This design comes from an exercise in tuning for small area on the open sky130 flow, not from production work.
Function not checked in this run: the RTL went through the layout flow alone.
Power figures rest on the tool's default switching activity, not on a simulated workload.

`flow/run.sh`:
```
#!/bin/bash
# synth_recipe.tcl (not shown) runs the flow's synth.tcl, then flattens the netlist and writes it again
# the make line also repeats each setting of config.mk as NAME=value (left out here)
make -C /OpenROAD-flow-scripts/flow DESIGN_CONFIG=/design/flow/config.mk WORK_HOME=/design/flow/orfs CLKGATE_MAP_FILE= SYNTH_SCRIPT=/design/flow/synth_recipe.tcl finish
```
`flow/config.mk`:
```
export PLATFORM = sky130hd
export DESIGN_NAME = pcs_8b_10b
export DESIGN_NICKNAME = pcs_8b_10b
export VERILOG_FILES = /design/flow/design.v
export SDC_FILE = /design/flow/constraint.sdc
export NUM_CORES = 4
export LEC_CHECK = 0
export CAP_MARGIN = 20
export CORE_MARGIN = 2
export CORE_UTILIZATION = 40
export SLEW_MARGIN = 20
```
`flow/constraint.sdc`:
```
create_clock -name core_clock -period 4.0 [get_ports {clk}]
set_input_delay 0.8000 -clock core_clock [delete_from_list [all_inputs] [get_ports {clk}]]
set_output_delay 0.8000 -clock core_clock [all_outputs]
set_load 0.01 [all_outputs]
```
`flow/design.v`:
```
module pcs_8b_10b (
        input  logic       clk,
        input  logic       reset,
        input  logic       tx_rd_in,
        input  logic       tx_char_val,
        input  logic [7:0] tx_data_in,
        output logic [9:0] tx_data_out,
        input  logic       rx_rd_in,
        output logic       rx_char_val,
        input  logic [9:0] rx_data_in,
        output logic [7:0] rx_data_out
);
enc_8b10b enc_8b10b_inst (
        .clk      ( clk         ) ,
        .reset    ( reset       ) ,
        .rd_in    ( tx_rd_in    ) ,
        .char_val ( tx_char_val ) ,
        .data_in  ( tx_data_in  ) ,
        .data_out ( tx_data_out ) 
);
dec_8b10b dec_8b10b_inst (
        .clk      ( clk         ) ,
        .reset    ( reset       ) ,
        .rd_in    ( rx_rd_in    ) ,
        .char_val ( rx_char_val ) ,
        .data_in  ( rx_data_in  ) ,
        .data_out ( rx_data_out ) 
);
endmodule
module dec_8b10b (
        input  logic clk,
        input  logic reset,
        input  logic rd_in,
        input  logic [9:0] data_in,
        output logic char_val,
        output logic [7:0] data_out
);
typedef struct packed {
        logic [4:0] enc_5b_6b;
        logic [2:0] enc_3b_4b;
        logic [7:0] data;
        logic       char;
} struct_8b_10b;
struct_8b_10b data_8b_10b;
struct_8b_10b comb_8b_10b;
logic [9:0] data_int_p;
logic [9:0] data_int_n;
logic [9:0] data_int_r;
assign data_int_p = rd_in ? ~data_in :  data_in;
assign data_int_n = rd_in ?  data_in : ~data_in;
always_ff @( posedge clk ) begin
        if (comb_8b_10b.char) begin
                data_int_r <= data_int_n;
        end else begin
                data_int_r <= data_int_p;
        end
end
always_ff @( posedge clk ) begin
        data_8b_10b <= comb_8b_10b;
end
always_ff @( posedge clk ) begin
        if (data_8b_10b.char) begin
                data_out <= data_8b_10b.data;
        end else begin
                data_out <= {data_8b_10b.enc_3b_4b,data_8b_10b.enc_5b_6b};
        end
        char_val <= data_8b_10b.char;
end
always_comb begin
        case(data_int_r[9:4])
                6'b100111,6'b011000 : begin comb_8b_10b.enc_5b_6b = 5'd00; end
                6'b011101,6'b100010 : begin comb_8b_10b.enc_5b_6b = 5'd01; end
                6'b101101,6'b010010 : begin comb_8b_10b.enc_5b_6b = 5'd02; end
                6'b110001           : begin comb_8b_10b.enc_5b_6b = 5'd03; end
                6'b110101,6'b001010 : begin comb_8b_10b.enc_5b_6b = 5'd04; end
                6'b101001           : begin comb_8b_10b.enc_5b_6b = 5'd05; end
                6'b011001           : begin comb_8b_10b.enc_5b_6b = 5'd06; end
                6'b111000,6'b000111 : begin comb_8b_10b.enc_5b_6b = 5'd07; end
                6'b111001,6'b000110 : begin comb_8b_10b.enc_5b_6b = 5'd08; end
                6'b100101           : begin comb_8b_10b.enc_5b_6b = 5'd09; end
                6'b010101           : begin comb_8b_10b.enc_5b_6b = 5'd10; end
                6'b110100           : begin comb_8b_10b.enc_5b_6b = 5'd11; end
                6'b001101           : begin comb_8b_10b.enc_5b_6b = 5'd12; end
                6'b101100           : begin comb_8b_10b.enc_5b_6b = 5'd13; end
                6'b011100           : begin comb_8b_10b.enc_5b_6b = 5'd14; end
                6'b010111,6'b101000 : begin comb_8b_10b.enc_5b_6b = 5'd15; end
                6'b011011,6'b100100 : begin comb_8b_10b.enc_5b_6b = 5'd16; end
                6'b100011           : begin comb_8b_10b.enc_5b_6b = 5'd17; end
                6'b010011           : begin comb_8b_10b.enc_5b_6b = 5'd18; end
                6'b110010           : begin comb_8b_10b.enc_5b_6b = 5'd19; end
                6'b001011           : begin comb_8b_10b.enc_5b_6b = 5'd20; end
                6'b101010           : begin comb_8b_10b.enc_5b_6b = 5'd21; end
                6'b011010           : begin comb_8b_10b.enc_5b_6b = 5'd22; end
                6'b111010,6'b000101 : begin comb_8b_10b.enc_5b_6b = 5'd23; end
                6'b110011,6'b001100 : begin comb_8b_10b.enc_5b_6b = 5'd24; end
                6'b100110           : begin comb_8b_10b.enc_5b_6b = 5'd25; end
                6'b010110           : begin comb_8b_10b.enc_5b_6b = 5'd26; end
                6'b110110,6'b001001 : begin comb_8b_10b.enc_5b_6b = 5'd27; end
                6'b001110           : begin comb_8b_10b.enc_5b_6b = 5'd28; end
                6'b101110,6'b010001 : begin comb_8b_10b.enc_5b_6b = 5'd29; end
                6'b011110,6'b100001 : begin comb_8b_10b.enc_5b_6b = 5'd30; end
                6'b101011,6'b010100 : begin comb_8b_10b.enc_5b_6b = 5'd31; end
                default             : begin comb_8b_10b.enc_5b_6b = 5'd0; end
        endcase
end
always_comb begin
        case(data_int_r[3:0])
                4'b1011,4'b0100 : begin comb_8b_10b.enc_3b_4b = 3'd0; end
                4'b1001         : begin comb_8b_10b.enc_3b_4b = 3'd1; end
                4'b0101         : begin comb_8b_10b.enc_3b_4b = 3'd2; end
                4'b1100,4'b0011 : begin comb_8b_10b.enc_3b_4b = 3'd3; end
                4'b1101,4'b0010 : begin comb_8b_10b.enc_3b_4b = 3'd4; end
                4'b1010         : begin comb_8b_10b.enc_3b_4b = 3'd5; end
                4'b0110         : begin comb_8b_10b.enc_3b_4b = 3'd6; end
                4'b1110,4'b0001 : begin comb_8b_10b.enc_3b_4b = 3'd7; end
                default         : begin comb_8b_10b.enc_3b_4b = 3'd0; end
        endcase
end
always_comb begin
        case(data_int_p)
                10'b001111_0100 : begin comb_8b_10b.char = 1; comb_8b_10b.data = 8'h1C; end 
                10'b001111_1001 : begin comb_8b_10b.char = 1; comb_8b_10b.data = 8'h3C; end 
                10'b001111_0101 : begin comb_8b_10b.char = 1; comb_8b_10b.data = 8'h5C; end 
                10'b001111_0011 : begin comb_8b_10b.char = 1; comb_8b_10b.data = 8'h7C; end 
                10'b001111_0010 : begin comb_8b_10b.char = 1; comb_8b_10b.data = 8'h9C; end 
                10'b001111_1010 : begin comb_8b_10b.char = 1; comb_8b_10b.data = 8'hBC; end 
                10'b001111_0110 : begin comb_8b_10b.char = 1; comb_8b_10b.data = 8'hDC; end 
                10'b001111_1000 : begin comb_8b_10b.char = 1; comb_8b_10b.data = 8'hFC; end 
                10'b111010_1000 : begin comb_8b_10b.char = 1; comb_8b_10b.data = 8'hF7; end 
                10'b110110_1000 : begin comb_8b_10b.char = 1; comb_8b_10b.data = 8'hFB; end 
                10'b101110_1000 : begin comb_8b_10b.char = 1; comb_8b_10b.data = 8'hFD; end 
                10'b011110_1000 : begin comb_8b_10b.char = 1; comb_8b_10b.data = 8'hFE; end 
                default         : begin comb_8b_10b.char = 0; comb_8b_10b.data = 8'h00; end
        endcase
end
endmodule
module enc_8b10b (
        input  logic clk,
        input  logic reset,
        input  logic rd_in,
        input  logic char_val,
        input  logic [7:0] data_in,
        output logic [9:0] data_out
);
typedef struct packed {
        logic [5:0] enc_5b_6b;
        logic [3:0] enc_3b_4b;
        logic       mux_5b_6b;
        logic       mux_3b_4b;
} struct_8b_10b;
struct_8b_10b data_8b_10b_0,data_8b_10b_1;
struct_8b_10b comb_8b_10b_0,comb_8b_10b_1;
logic [9:0] control_char;
logic [9:0] control_char_r;
always_ff @( posedge clk ) begin
        data_8b_10b_0.enc_5b_6b <= rd_in && comb_8b_10b_0.mux_5b_6b ?  ~comb_8b_10b_0.enc_5b_6b : comb_8b_10b_0.enc_5b_6b;
        data_8b_10b_1.enc_5b_6b <= rd_in && comb_8b_10b_1.mux_5b_6b ?  ~comb_8b_10b_1.enc_5b_6b : comb_8b_10b_1.enc_5b_6b;
        data_8b_10b_0.enc_3b_4b <= rd_in && comb_8b_10b_0.mux_3b_4b ?  ~comb_8b_10b_0.enc_3b_4b : comb_8b_10b_0.enc_3b_4b;
        data_8b_10b_1.enc_3b_4b <= rd_in && comb_8b_10b_1.mux_3b_4b ?  ~comb_8b_10b_1.enc_3b_4b : comb_8b_10b_1.enc_3b_4b;
        data_8b_10b_0.mux_5b_6b <= comb_8b_10b_0.mux_5b_6b;
        data_8b_10b_1.mux_5b_6b <= comb_8b_10b_1.mux_5b_6b;
        data_8b_10b_0.mux_3b_4b <= comb_8b_10b_0.mux_3b_4b;
        data_8b_10b_1.mux_3b_4b <= comb_8b_10b_1.mux_3b_4b;
end
always_ff @( posedge clk ) begin
        if (char_val) begin
                data_out <= control_char_r;
        end else begin
                case ({data_in[7],data_in[4]})
                        2'd0 : data_out <= {data_8b_10b_0.enc_5b_6b,data_8b_10b_0.enc_3b_4b};
                        2'd1 : data_out <= {data_8b_10b_1.enc_5b_6b,data_8b_10b_0.enc_3b_4b};
                        2'd2 : data_out <= {data_8b_10b_0.enc_5b_6b,data_8b_10b_1.enc_3b_4b};
                        2'd3 : data_out <= {data_8b_10b_1.enc_5b_6b,data_8b_10b_1.enc_3b_4b};
                endcase
        end
end
always_ff @( posedge clk ) begin
        control_char_r <= rd_in ? ~control_char : control_char;
end
always_comb begin
        case(data_in)
                8'h1C   : begin control_char = 10'b001111_0100; end  
                8'h3C   : begin control_char = 10'b001111_1001; end  
                8'h5C   : begin control_char = 10'b001111_0101; end  
                8'h7C   : begin control_char = 10'b001111_0011; end  
                8'h9C   : begin control_char = 10'b001111_0010; end  
                8'hBC   : begin control_char = 10'b001111_1010; end  
                8'hDC   : begin control_char = 10'b001111_0110; end  
                8'hFC   : begin control_char = 10'b001111_1000; end  
                8'hF7   : begin control_char = 10'b111010_1000; end  
                8'hFB   : begin control_char = 10'b110110_1000; end  
                8'hFD   : begin control_char = 10'b101110_1000; end  
                8'hFE   : begin control_char = 10'b011110_1000; end  
                default : begin control_char = 10'b000000_0000;   end
        endcase
end
always_comb begin
        case(data_in[3:0])
                4'd00   : begin comb_8b_10b_0.enc_5b_6b = 6'b100111; comb_8b_10b_0.mux_5b_6b = 1'b1; end
                4'd01   : begin comb_8b_10b_0.enc_5b_6b = 6'b011101; comb_8b_10b_0.mux_5b_6b = 1'b1; end
                4'd02   : begin comb_8b_10b_0.enc_5b_6b = 6'b101101; comb_8b_10b_0.mux_5b_6b = 1'b1; end
                4'd03   : begin comb_8b_10b_0.enc_5b_6b = 6'b110001; comb_8b_10b_0.mux_5b_6b = 1'b0; end
                4'd04   : begin comb_8b_10b_0.enc_5b_6b = 6'b110101; comb_8b_10b_0.mux_5b_6b = 1'b1; end
                4'd05   : begin comb_8b_10b_0.enc_5b_6b = 6'b101001; comb_8b_10b_0.mux_5b_6b = 1'b0; end
                4'd06   : begin comb_8b_10b_0.enc_5b_6b = 6'b011001; comb_8b_10b_0.mux_5b_6b = 1'b0; end
                4'd07   : begin comb_8b_10b_0.enc_5b_6b = 6'b111000; comb_8b_10b_0.mux_5b_6b = 1'b1; end
                4'd08   : begin comb_8b_10b_0.enc_5b_6b = 6'b111001; comb_8b_10b_0.mux_5b_6b = 1'b1; end
                4'd09   : begin comb_8b_10b_0.enc_5b_6b = 6'b100101; comb_8b_10b_0.mux_5b_6b = 1'b0; end
                4'd10   : begin comb_8b_10b_0.enc_5b_6b = 6'b010101; comb_8b_10b_0.mux_5b_6b = 1'b0; end
                4'd11   : begin comb_8b_10b_0.enc_5b_6b = 6'b110100; comb_8b_10b_0.mux_5b_6b = 1'b0; end
                4'd12   : begin comb_8b_10b_0.enc_5b_6b = 6'b001101; comb_8b_10b_0.mux_5b_6b = 1'b0; end
                4'd13   : begin comb_8b_10b_0.enc_5b_6b = 6'b101100; comb_8b_10b_0.mux_5b_6b = 1'b0; end
                4'd14   : begin comb_8b_10b_0.enc_5b_6b = 6'b011100; comb_8b_10b_0.mux_5b_6b = 1'b0; end
                4'd15   : begin comb_8b_10b_0.enc_5b_6b = 6'b010111; comb_8b_10b_0.mux_5b_6b = 1'b1; end
                default : begin comb_8b_10b_0.enc_5b_6b = 6'b100111; comb_8b_10b_0.mux_5b_6b = 1'b1; end
        endcase
end
always_comb begin
        case(data_in[3:0])
                4'd00   : begin comb_8b_10b_1.enc_5b_6b = 6'b011011; comb_8b_10b_1.mux_5b_6b = 1'b1; end
                4'd01   : begin comb_8b_10b_1.enc_5b_6b = 6'b100011; comb_8b_10b_1.mux_5b_6b = 1'b0; end
                4'd02   : begin comb_8b_10b_1.enc_5b_6b = 6'b010011; comb_8b_10b_1.mux_5b_6b = 1'b0; end
                4'd03   : begin comb_8b_10b_1.enc_5b_6b = 6'b110010; comb_8b_10b_1.mux_5b_6b = 1'b0; end
                4'd04   : begin comb_8b_10b_1.enc_5b_6b = 6'b001011; comb_8b_10b_1.mux_5b_6b = 1'b0; end
                4'd05   : begin comb_8b_10b_1.enc_5b_6b = 6'b101010; comb_8b_10b_1.mux_5b_6b = 1'b0; end
                4'd06   : begin comb_8b_10b_1.enc_5b_6b = 6'b011010; comb_8b_10b_1.mux_5b_6b = 1'b0; end
                4'd07   : begin comb_8b_10b_1.enc_5b_6b = 6'b111010; comb_8b_10b_1.mux_5b_6b = 1'b1; end
                4'd08   : begin comb_8b_10b_1.enc_5b_6b = 6'b110011; comb_8b_10b_1.mux_5b_6b = 1'b1; end
                4'd09   : begin comb_8b_10b_1.enc_5b_6b = 6'b100110; comb_8b_10b_1.mux_5b_6b = 1'b0; end
                4'd10   : begin comb_8b_10b_1.enc_5b_6b = 6'b010110; comb_8b_10b_1.mux_5b_6b = 1'b0; end
                4'd11   : begin comb_8b_10b_1.enc_5b_6b = 6'b110110; comb_8b_10b_1.mux_5b_6b = 1'b1; end
                4'd12   : begin comb_8b_10b_1.enc_5b_6b = 6'b001110; comb_8b_10b_1.mux_5b_6b = 1'b0; end
                4'd13   : begin comb_8b_10b_1.enc_5b_6b = 6'b101110; comb_8b_10b_1.mux_5b_6b = 1'b1; end
                4'd14   : begin comb_8b_10b_1.enc_5b_6b = 6'b011110; comb_8b_10b_1.mux_5b_6b = 1'b1; end
                4'd15   : begin comb_8b_10b_1.enc_5b_6b = 6'b101011; comb_8b_10b_1.mux_5b_6b = 1'b1; end
                default : begin comb_8b_10b_1.enc_5b_6b = 6'b011011; comb_8b_10b_1.mux_5b_6b = 1'b1; end
        endcase
end
always_comb begin
        case(data_in[6:5])
                2'd00   : begin comb_8b_10b_0.enc_3b_4b = 4'b1011; comb_8b_10b_0.mux_3b_4b = 1'b1; end
                2'd01   : begin comb_8b_10b_0.enc_3b_4b = 4'b1001; comb_8b_10b_0.mux_3b_4b = 1'b0; end
                2'd02   : begin comb_8b_10b_0.enc_3b_4b = 4'b0101; comb_8b_10b_0.mux_3b_4b = 1'b0; end
                2'd03   : begin comb_8b_10b_0.enc_3b_4b = 4'b1100; comb_8b_10b_0.mux_3b_4b = 1'b1; end
                default : begin comb_8b_10b_0.enc_3b_4b = 4'b1011; comb_8b_10b_0.mux_3b_4b = 1'b1; end
        endcase
end
always_comb begin
        case(data_in[6:5])
                2'd00   : begin comb_8b_10b_1.enc_3b_4b = 4'b1101; comb_8b_10b_1.mux_3b_4b = 1'b1; end
                2'd01   : begin comb_8b_10b_1.enc_3b_4b = 4'b1010; comb_8b_10b_1.mux_3b_4b = 1'b0; end
                2'd02   : begin comb_8b_10b_1.enc_3b_4b = 4'b0110; comb_8b_10b_1.mux_3b_4b = 1'b0; end
                2'd03   : begin comb_8b_10b_1.enc_3b_4b = 4'b1110; comb_8b_10b_1.mux_3b_4b = 1'b1; end
                default : begin comb_8b_10b_1.enc_3b_4b = 4'b1101; comb_8b_10b_1.mux_3b_4b = 1'b1; end
        endcase
end
endmodule
```
==> run notes <==
-- metrics by stage --
step / util, % / setup WS (ps) / instance area (um^2) / hold WS, ps / std cells
global route: 48.0 / 834 / 4710 / 475 / 610
CTS: 48.0 / 1010 / 4710 / 437 / 610
global placement: 45.9 / 651 / 4500 / 414 / 594
floorplan: - / 1580 / 4060 / 329 / 450
detailed placement: 45.9 / 641 / 4500 / 416 / 594
finish: 48.0 / 1020 / 4710 / 434 / 610
-- layer usage --
layer	global-route usage (%)	part of all wire, %
met2	23.7	48
met1	19.0	46
met5	0	0
met4	6.00	1.5
met3	3.43	4.7
-- registers in the layout, indices dropped and copies added (netlist names) --
name	cells
enc_8b10b_inst.data_8b_10b_1	8
dec_8b10b_inst.data_out	8
dec_8b10b_inst.data_8b_10b	17
enc_8b10b_inst.data_8b_10b_0	10
enc_8b10b_inst.control_char_r	10
dec_8b10b_inst.data_int_r	10
enc_8b10b_inst.data_out	10
dec_8b10b_inst.char_val	1
-- area by class of cell --
cell class,instances,area (um^2)
clock inverter,7,85.1
tap,133,166
clock buffer,9,124
fill,992,5110
multi-input combinational,321,2340
timing repair buffer,45,438
inverter,21,78.8
sequential,74,1480
-- layout by cell type (no fill, tap or decap), drive strengths merged, types with 15 or more instances in the layout --
| cell | netlist | routed |
|---|---|---|
| dfxtp | 74 | 74 |
| o21ai | 45 | 45 |
| clkdlybuf4s50 | 0 | 40 |
| nand2 | 33 | 33 |
| a21oi | 26 | 26 |
| xnor2 | 24 | 24 |
| inv | 20 | 23 |
| mux2i | 21 | 21 |
| nor2 | 20 | 20 |
| ha | 15 | 15 |
-- cells by family after synthesis --
logic type	synth area share [%]
multiplexers	8.78
adder cells (fa/ha/maj)	4.62
XOR/XNOR	11.5
buffers and inverters	5.94
AO/OA/AOI/OAI	19.4
flip-flops	36.5
AND/OR/NAND/NOR	13.2
-- where the power goes --
group,switching (uW),internal (uW)
clock,293,300
sequential,58.2,841
combinational,202,237
-- final timing paths --
check	startpoint	to	slack (ps)	cells past startpoint
max	rx_rd_in	dec_8b10b_inst.data_int_r[6]	1020	7
min	enc_8b10b_inst.control_char_r[4]	enc_8b10b_inst.data_out[4]	430	2
max reg2reg	dec_8b10b_inst.data_int_r[4]	dec_8b10b_inst.data_8b_10b[15]	1890	7
min reg2reg	enc_8b10b_inst.control_char_r[4]	enc_8b10b_inst.data_out[4]	430	2
-- critical path, cell delays in order --
cell	delay (ps)
clkdlybuf4s50_1	790
buf_4	260
nand3b_1	120
a21oi_1	80
o221ai_1	320
o211a_1	540
xnor3_1	290
==> run_results.csv <==
group,metric,value,unit
yosys,synth.net_count,488,
yosys,yosysUniqueCellTypes,58,
timing,setup_viol,0,
outcome,outcome,"no timing/DRC/antenna violations",
yosys,synthArstFlopShare,0,%
detailed_routing,final_antenna_net_count,0,
setup_path,crit_arrival,3210,ps
place,gp_congestion,0.852,
floorplan,placementRows,36,
power,ir_drop,0.000202,V
setup_path,worstSetupPathType,"in -> reg",
cts,cts_tree,"done",
cells_and_area,drive_above_1_share,7.97,%
detailed_routing,drtPass1Iterations,4,
place,port_buffers,40,
yosys,seq_area_frac_synth,36.5,%
cts,cts_root_buf,"clkbuf_8",
setup_path,required,4220,ps
timing,rsz0062_at_grt,"no",
global_route,grt.overflow.total,0,
timing,min_period,2980,ps
power,power,1930,uW
floorplan,die_x,105,um
floorplan,die_y,105,um
detailed_routing,wl_per_cell,12.6,um
floorplan,die_area,0.0110,mm^2
yosys,synth_cells,450,
cts,worstSkewPairLatency,350,ps
yosys,ys_ff_latch,74,
yosys,avgSynthCellArea,9.03,um^2
cts,clock_sinks,74,
cts,cts.hold.buffers_added,0,
cells_and_area,syn_to_final_growth,16.0,%
yosys,synth_edf_count,0,
yosys,yosys-top-cells-count,"74 x dfxtp_1, 45 x o21ai_0, 33 x nand2_1",
yosys,synthDominantCellAreaShare,36.5,%
floorplan,design.core.area,0.00982,mm^2
power,cellLeakagePower,0.00193,uW
yosys,synth_area_leaders,"dfxtp_1 36%, o21ai_0 5.5%, mux2i_1 5.2%",
detailed_routing,drt_iter0_markers,97,
global_route,grt_max_degree,27,
detailed_routing,wl,7710,um
power,power.density,410,mW/mm^2
timing,max_slew.worst_pin.slew,847,ps
timing,slew_headroom,43.5,%
yosys,ys_warn_count,2,
timing,max_freq,0.335,GHz
setup_path,worst-path-max-fanout,17,
detailed_routing,drc,0,
flow_run,drv_cap,0,
place,hpwlAfterDp,5590,um
cts,ctsResizeCount,0,
detailed_routing,vias_per_cell,5.15,
yosys,syn_area,0.00406,mm^2
detailed_routing,vias,3142,
yosys,synthFlopType,"dfxtp_1",
global_route,grt_pass1_vias,2888,
timing,post-route-period-util,74.6,%
yosys,synth.most_common_cell,"dfxtp_1",
timing,hold_viol_final,0,
timing,finalMaxSlewViolations,0,
timing,tns,0,ps
cts,cts_buffer_depth,2,
cells_and_area,diodes,0,
setup_path,cp-end-kind,"register",
cts,numCtsBuffers,9,
cts,clk_pin_slew,80,ps
timing,finClkSkew,8.18,ps
global_route,antenna_found_initial,0,
cts,cts.htree.levels,3,
min_path,hold_path.class,"reg -> reg",
global_route,track_usage,14.7,%
floorplan,io_pins,42,
cts,cts_setup_buffers,0,
floorplan,start_util,41.4,%
setup_path,cp-start-kind,"primary input",
cells_and_area,finalNetCount,510,
global_route,grt_pass1_wl,13400,um
yosys,synth_top_cell_by_area,"dfxtp_1",

-- afterwards: timing with drivers on the ports --
No port has a modelled driver above. Below, the same layout with a new extraction and two added sets of constraints.
Step 1: set_driving_cell puts a clkbuf_16 on clk and a buf_2 on each other input, an assumption about the parent block.
Step 2, shift: input delay + t, output delay - t, t = (earliest + latest rising clock arrival at the registers) / 2. This alone moves slack from input paths to output paths.
Slacks: ideal ports / drivers / drivers and shift; pairs: ideal ports / drivers.
t, ns: 0.374
setup slack, ns: 1.015 / 1.014 / 0.640
worst setup path at the end: input to register
After both steps this run still meets setup and hold. The setup slack of this run moves by -0.001 ns with the drivers and by -0.375 ns with both steps.
